This is an optimization exercise on Yosys and OpenROAD, whose aim is small area and a short achievable clock period, not a production implementation.
Function was checked by simulation only, so behaviour that the tests miss may differ from the original.

==> inputs of trial 65 <==
// processor
module processor(clk, rst, i_dataValid, i_packet, o_answer);
Settings: LEC_CHECK=0, CAP_MARGIN=20, CORE_MARGIN=2, CORE_UTILIZATION=60, SLEW_MARGIN=20, SYNTH_HIERARCHICAL=1; clock period 42.0 ns.
standard.sh (not shown) runs the stock make flow with config.mk's settings and CLKGATE_MAP_FILE= SYNTH_SCRIPT=/design/flow/synth_recipe.tcl, a recipe that flattens the netlist after the stock synthesis.
==> flow/flow/run.sh <==
#!/bin/bash
# Standard layout, with plain buf_1 cells (instead of the default delay buffers) as the
# buffers that every input and output port gets.
set -euo pipefail
export BUFFER_PORTS_ARGS="-buffer_cell sky130_fd_sc_hd__buf_1"
bash standard.sh > standard.log 2>&1
==> inputs of build 4, as changes to trial 65 <==
--- a/flow/design.v
+++ b/flow/design.v
@@ -1,30 +1,31 @@
 module processor(clk, rst, i_dataValid, i_packet, o_answer);
   input clk;
   input rst;
   input i_dataValid;
   input [31:0] i_packet;
   output reg [31:0] o_answer;
-  reg [8:0] fpr;
-  reg [1:0] uqr;
+  reg [6:0] rf;
   reg f;
   wire dir = i_packet[31];
   wire [30:0] v;
-  gate8 ug0 (.d(i_packet[7:0]), .vld(i_dataValid), .rst(rst), .q(v[7:0]));
-  gate8 ug1 (.d(i_packet[15:8]), .vld(i_dataValid), .rst(rst), .q(v[15:8]));
-  gate8 ug2 (.d(i_packet[23:16]), .vld(i_dataValid), .rst(rst), .q(v[23:16]));
-  gate8 ug3 (.d({1'b0, i_packet[30:24]}), .vld(i_dataValid), .rst(rst), .q({nc_unused, v[30:24]}));
+  wire [3:0] g;
+  gctl uc0 (.vld(i_dataValid), .rst(rst), .g(g[0]));
+  gctl uc1 (.vld(i_dataValid), .rst(rst), .g(g[1]));
+  gctl uc2 (.vld(i_dataValid), .rst(rst), .g(g[2]));
+  gctl uc3 (.vld(i_dataValid), .rst(rst), .g(g[3]));
+  gate8 ug0 (.d(i_packet[7:0]), .g(g[0]), .q(v[7:0]));
+  gate8 ug1 (.d(i_packet[15:8]), .g(g[1]), .q(v[15:8]));
+  gate8 ug2 (.d(i_packet[23:16]), .g(g[2]), .q(v[23:16]));
+  gate8 ug3 (.d({1'b0, i_packet[30:24]}), .g(g[3]), .q({nc_unused, v[30:24]}));
   wire nc_unused;
   wire [31:0] a = o_answer;
-  wire [4:0] rr;
-  ftab utab (.f(fpr[8:4]), .rr(rr));
-  wire [5:0] s = {1'b0, rr} + {2'b0, fpr[3:0]};
-  wire [4:0] ry = (s >= 6'd25) ? s[4:0] + 5'd7 : s[4:0];
-  wire [6:0] rf = {ry, uqr};
   wire [6:0] rneg = (rf == 7'd0) ? 7'd0 : 7'd100 - rf;
-  wire [6:0] rin = (dir ^ f) ? rneg : rf;
+  wire [6:0] rin1 = f ? rf : rneg;        
+  wire [6:0] rin0 = f ? rneg : rf;        
+  wire [6:0] rin = dir ? rin1 : rin0;
   wire [9:0] c0 = v[11:2];
   wire [9:0] c1 = v[21:12];
   wire [8:0] c2 = v[30:22];
   wire [9:0] c1n = ~c1;
   wire [8:0] c2n = ~c2;
   wire [2:0] uq = {1'b0, v[1:0]} + {1'b0, rin[1:0]};
@@ -144,12 +145,17 @@
   xr2 uno_107 (.a(np_74), .b(nG_95), .y(no_107));
   wire no_108;
   xr2 uno_108 (.a(np_76), .b(nG_97), .y(no_108));
   wire no_109;
   xr2 uno_109 (.a(np_78), .b(nG_99), .y(no_109));
   wire [8:0] fp = {nG_101, no_109, no_108, no_107, no_106, no_105, no_104, no_103, np_64};
+  wire [4:0] rr;
+  ftab utab (.f(fp[8:4]), .rr(rr));
+  wire [5:0] s = {1'b0, rr} + {2'b0, fp[3:0]};
+  wire [4:0] ry = (s >= 6'd25) ? s[4:0] + 5'd7 : s[4:0];
+  wire [6:0] m = {ry, uq[1:0]};
   wire ns_110, nc_111;
   fa uns_110 (.a(ns_3), .b(ns_5), .c(ns_41), .s(ns_110), .co(nc_111));
   wire ns_112, nc_113;
   xn2 uns_112 (.a(ns_15), .b(ns_17), .y(ns_112));
   or2m unc_113 (.a(ns_15), .b(ns_17), .y(nc_113));
   wire ns_114, nc_115;
@@ -779,26 +785,27 @@
   xr2 uno_693 (.a(np_468), .b(nG_657), .y(no_693));
   wire no_694;
   xr2 uno_694 (.a(np_470), .b(nG_659), .y(no_694));
   wire [31:0] sum = {no_694, no_693, no_692, no_691, no_690, no_689, no_688, no_687, no_686, no_685, no_684, no_683, no_682, no_681, no_680, no_679, no_678, no_677, no_676, no_675, no_674, no_673, no_672, no_671, no_670, no_669, no_668, no_667, no_666, no_665, no_664, no_663};
   always @(posedge clk) begin
     o_answer <= rst ? 32'd0 : sum;
-    fpr <= rst ? 9'd12 : fp;               
-    uqr <= rst ? 2'd2 : uq[1:0];
+    rf <= rst ? 7'd50 : m;
     f <= dir;
   end
 endmodule
 module ftab(input [4:0] f, output [4:0] rr);
   assign rr[0] = (f == 5'd2) | (f == 5'd3) | (f == 5'd5) | (f == 5'd6) | (f == 5'd8) | (f == 5'd9) | (f == 5'd11) | (f == 5'd12) | (f == 5'd15) | (f == 5'd18) | (f == 5'd21) | (f == 5'd24) | (f == 5'd27) | (f == 5'd28) | (f == 5'd30) | (f == 5'd31);
   assign rr[1] = (f == 5'd2) | (f == 5'd3) | (f == 5'd4) | (f == 5'd8) | (f == 5'd9) | (f == 5'd10) | (f == 5'd15) | (f == 5'd16) | (f == 5'd17) | (f == 5'd21) | (f == 5'd22) | (f == 5'd23) | (f == 5'd27) | (f == 5'd28) | (f == 5'd29);
   assign rr[2] = (f == 5'd2) | (f == 5'd3) | (f == 5'd4) | (f == 5'd5) | (f == 5'd6) | (f == 5'd7) | (f == 5'd15) | (f == 5'd16) | (f == 5'd17) | (f == 5'd18) | (f == 5'd19) | (f == 5'd20) | (f == 5'd27) | (f == 5'd28) | (f == 5'd29) | (f == 5'd30) | (f == 5'd31);
   assign rr[3] = (f == 5'd4) | (f == 5'd7) | (f == 5'd10) | (f == 5'd13) | (f == 5'd14) | (f == 5'd15) | (f == 5'd18) | (f == 5'd21) | (f == 5'd24) | (f == 5'd29);
   assign rr[4] = (f == 5'd1) | (f == 5'd3) | (f == 5'd6) | (f == 5'd9) | (f == 5'd12) | (f == 5'd14) | (f == 5'd17) | (f == 5'd20) | (f == 5'd23) | (f == 5'd26) | (f == 5'd28) | (f == 5'd31);
 endmodule
-module gate8(input [7:0] d, input vld, input rst, output [7:0] q);
-  wire g = vld & ~rst;
+module gctl(input vld, input rst, output g);
+  assign g = vld & ~rst;
+endmodule
+module gate8(input [7:0] d, input g, output [7:0] q);
   assign q = d & {8{g}};
 endmodule
 module fa(input a, input b, input c, output s, output co);
   assign s = a ^ b ^ c;
   assign co = (a & b) | (a & c) | (b & c);
 endmodule
==> flow/flow/run.sh (replaced) <==
#!/bin/bash
# Standard layout, with plain buf_1 cells as the buffers that every input and output port gets,
# and timing repair asked to keep 27 ns of setup slack (a 15 ns path) so that the resizer
# buffers and sizes the critical path instead of leaving minimum-size gates on it.
set -euo pipefail
export BUFFER_PORTS_ARGS="-buffer_cell sky130_fd_sc_hd__buf_1"
export SETUP_SLACK_MARGIN=27
bash standard.sh > standard.log 2>&1
==> inputs of trial 64, as changes to trial 65 <==
--- a/flow/design.v
+++ b/flow/design.v
@@ -1,30 +1,31 @@
 module processor(clk, rst, i_dataValid, i_packet, o_answer);
   input clk;
   input rst;
   input i_dataValid;
   input [31:0] i_packet;
   output reg [31:0] o_answer;
-  reg [8:0] fpr;
-  reg [1:0] uqr;
+  reg [6:0] rf;
   reg f;
   wire dir = i_packet[31];
   wire [30:0] v;
-  gate8 ug0 (.d(i_packet[7:0]), .vld(i_dataValid), .rst(rst), .q(v[7:0]));
-  gate8 ug1 (.d(i_packet[15:8]), .vld(i_dataValid), .rst(rst), .q(v[15:8]));
-  gate8 ug2 (.d(i_packet[23:16]), .vld(i_dataValid), .rst(rst), .q(v[23:16]));
-  gate8 ug3 (.d({1'b0, i_packet[30:24]}), .vld(i_dataValid), .rst(rst), .q({nc_unused, v[30:24]}));
+  wire [3:0] g;
+  gctl uc0 (.vld(i_dataValid), .rst(rst), .g(g[0]));
+  gctl uc1 (.vld(i_dataValid), .rst(rst), .g(g[1]));
+  gctl uc2 (.vld(i_dataValid), .rst(rst), .g(g[2]));
+  gctl uc3 (.vld(i_dataValid), .rst(rst), .g(g[3]));
+  gate8 ug0 (.d(i_packet[7:0]), .g(g[0]), .q(v[7:0]));
+  gate8 ug1 (.d(i_packet[15:8]), .g(g[1]), .q(v[15:8]));
+  gate8 ug2 (.d(i_packet[23:16]), .g(g[2]), .q(v[23:16]));
+  gate8 ug3 (.d({1'b0, i_packet[30:24]}), .g(g[3]), .q({nc_unused, v[30:24]}));
   wire nc_unused;
   wire [31:0] a = o_answer;
-  wire [4:0] rr;
-  ftab utab (.f(fpr[8:4]), .rr(rr));
-  wire [5:0] s = {1'b0, rr} + {2'b0, fpr[3:0]};
-  wire [4:0] ry = (s >= 6'd25) ? s[4:0] + 5'd7 : s[4:0];
-  wire [6:0] rf = {ry, uqr};
   wire [6:0] rneg = (rf == 7'd0) ? 7'd0 : 7'd100 - rf;
-  wire [6:0] rin = (dir ^ f) ? rneg : rf;
+  wire [6:0] rin1 = f ? rf : rneg;        
+  wire [6:0] rin0 = f ? rneg : rf;        
+  wire [6:0] rin = dir ? rin1 : rin0;
   wire [9:0] c0 = v[11:2];
   wire [9:0] c1 = v[21:12];
   wire [8:0] c2 = v[30:22];
   wire [9:0] c1n = ~c1;
   wire [8:0] c2n = ~c2;
   wire [2:0] uq = {1'b0, v[1:0]} + {1'b0, rin[1:0]};
@@ -144,12 +145,17 @@
   xr2 uno_107 (.a(np_74), .b(nG_95), .y(no_107));
   wire no_108;
   xr2 uno_108 (.a(np_76), .b(nG_97), .y(no_108));
   wire no_109;
   xr2 uno_109 (.a(np_78), .b(nG_99), .y(no_109));
   wire [8:0] fp = {nG_101, no_109, no_108, no_107, no_106, no_105, no_104, no_103, np_64};
+  wire [4:0] rr;
+  ftab utab (.f(fp[8:4]), .rr(rr));
+  wire [5:0] s = {1'b0, rr} + {2'b0, fp[3:0]};
+  wire [4:0] ry = (s >= 6'd25) ? s[4:0] + 5'd7 : s[4:0];
+  wire [6:0] m = {ry, uq[1:0]};
   wire ns_110, nc_111;
   fa uns_110 (.a(ns_3), .b(ns_5), .c(ns_41), .s(ns_110), .co(nc_111));
   wire ns_112, nc_113;
   xn2 uns_112 (.a(ns_15), .b(ns_17), .y(ns_112));
   or2m unc_113 (.a(ns_15), .b(ns_17), .y(nc_113));
   wire ns_114, nc_115;
@@ -779,26 +785,27 @@
   xr2 uno_693 (.a(np_468), .b(nG_657), .y(no_693));
   wire no_694;
   xr2 uno_694 (.a(np_470), .b(nG_659), .y(no_694));
   wire [31:0] sum = {no_694, no_693, no_692, no_691, no_690, no_689, no_688, no_687, no_686, no_685, no_684, no_683, no_682, no_681, no_680, no_679, no_678, no_677, no_676, no_675, no_674, no_673, no_672, no_671, no_670, no_669, no_668, no_667, no_666, no_665, no_664, no_663};
   always @(posedge clk) begin
     o_answer <= rst ? 32'd0 : sum;
-    fpr <= rst ? 9'd12 : fp;               
-    uqr <= rst ? 2'd2 : uq[1:0];
+    rf <= rst ? 7'd50 : m;
     f <= dir;
   end
 endmodule
 module ftab(input [4:0] f, output [4:0] rr);
   assign rr[0] = (f == 5'd2) | (f == 5'd3) | (f == 5'd5) | (f == 5'd6) | (f == 5'd8) | (f == 5'd9) | (f == 5'd11) | (f == 5'd12) | (f == 5'd15) | (f == 5'd18) | (f == 5'd21) | (f == 5'd24) | (f == 5'd27) | (f == 5'd28) | (f == 5'd30) | (f == 5'd31);
   assign rr[1] = (f == 5'd2) | (f == 5'd3) | (f == 5'd4) | (f == 5'd8) | (f == 5'd9) | (f == 5'd10) | (f == 5'd15) | (f == 5'd16) | (f == 5'd17) | (f == 5'd21) | (f == 5'd22) | (f == 5'd23) | (f == 5'd27) | (f == 5'd28) | (f == 5'd29);
   assign rr[2] = (f == 5'd2) | (f == 5'd3) | (f == 5'd4) | (f == 5'd5) | (f == 5'd6) | (f == 5'd7) | (f == 5'd15) | (f == 5'd16) | (f == 5'd17) | (f == 5'd18) | (f == 5'd19) | (f == 5'd20) | (f == 5'd27) | (f == 5'd28) | (f == 5'd29) | (f == 5'd30) | (f == 5'd31);
   assign rr[3] = (f == 5'd4) | (f == 5'd7) | (f == 5'd10) | (f == 5'd13) | (f == 5'd14) | (f == 5'd15) | (f == 5'd18) | (f == 5'd21) | (f == 5'd24) | (f == 5'd29);
   assign rr[4] = (f == 5'd1) | (f == 5'd3) | (f == 5'd6) | (f == 5'd9) | (f == 5'd12) | (f == 5'd14) | (f == 5'd17) | (f == 5'd20) | (f == 5'd23) | (f == 5'd26) | (f == 5'd28) | (f == 5'd31);
 endmodule
-module gate8(input [7:0] d, input vld, input rst, output [7:0] q);
-  wire g = vld & ~rst;
+module gctl(input vld, input rst, output g);
+  assign g = vld & ~rst;
+endmodule
+module gate8(input [7:0] d, input g, output [7:0] q);
   assign q = d & {8{g}};
 endmodule
 module fa(input a, input b, input c, output s, output co);
   assign s = a ^ b ^ c;
   assign co = (a & b) | (a & c) | (b & c);
 endmodule
==> flow/flow/run.sh (replaced) <==
#!/bin/bash
# Standard layout, with plain buf_1 cells as the buffers that every input and output port gets,
# and timing repair asked to keep 27 ns of setup slack (a 15 ns path) so that the resizer
# buffers and sizes the critical path instead of leaving minimum-size gates on it.
set -euo pipefail
export BUFFER_PORTS_ARGS="-buffer_cell sky130_fd_sc_hd__buf_1"
export SETUP_SLACK_MARGIN=27
bash standard.sh > standard.log 2>&1
Settings changed: CORE_UTILIZATION 60 to 75.
==> results.txt <==
The lowest cell area belongs to trial 65, the highest to build 4.
Register-to-register slack: trial 65 is lower than build 4 (3.2 ns).
Of build 4 and trial 65, build 4 has the higher via count (gap about 2%, measured against trial 65).
Of trial 65 and build 4, build 4 has the higher final cell count (gap 3.6%, measured against build 4).

==> separate check: timing with driven ports <==
Ports are ideal in the flow. The routed layouts listed here were re-timed in OpenROAD.
Step 1 (the two cells are an assumption about what drives the block):
set clk [get_ports {clk}]
set_driving_cell -lib_cell sky130_fd_sc_hd__clkbuf_16 $clk
set_driving_cell -lib_cell sky130_fd_sc_hd__buf_2 [delete_from_list [all_inputs] $clk]
Step 2 times the ports against the registers' clock, not the clock port: input delays grow and output delays shrink by t, the midpoint of the rising clock arrivals with the driver on.
a / b / c = no drivers / after step 1 / after step 2; a / b = the first two.
run | shift t [ns] | slack for setup (ns) | worst register clock-pin slew, ns | worst slew at a driven data input, ns
trial 65 | 0.349 | 26.409 / 26.426 / 26.077 | 0.07 / 0.07 | 0.04
build 4 | 0.339 | 27.155 / 27.179 / 26.840 | 0.07 / 0.07 | 0.04
trial 64 | 0.339 | 27.046 / 27.062 / 26.723 | 0.10 / 0.10 | 0.05
After both steps every run listed still meets setup and hold. The setup slack of trial 65, which loses most, moves by +0.017 ns with the drivers and by -0.332 ns with both steps.
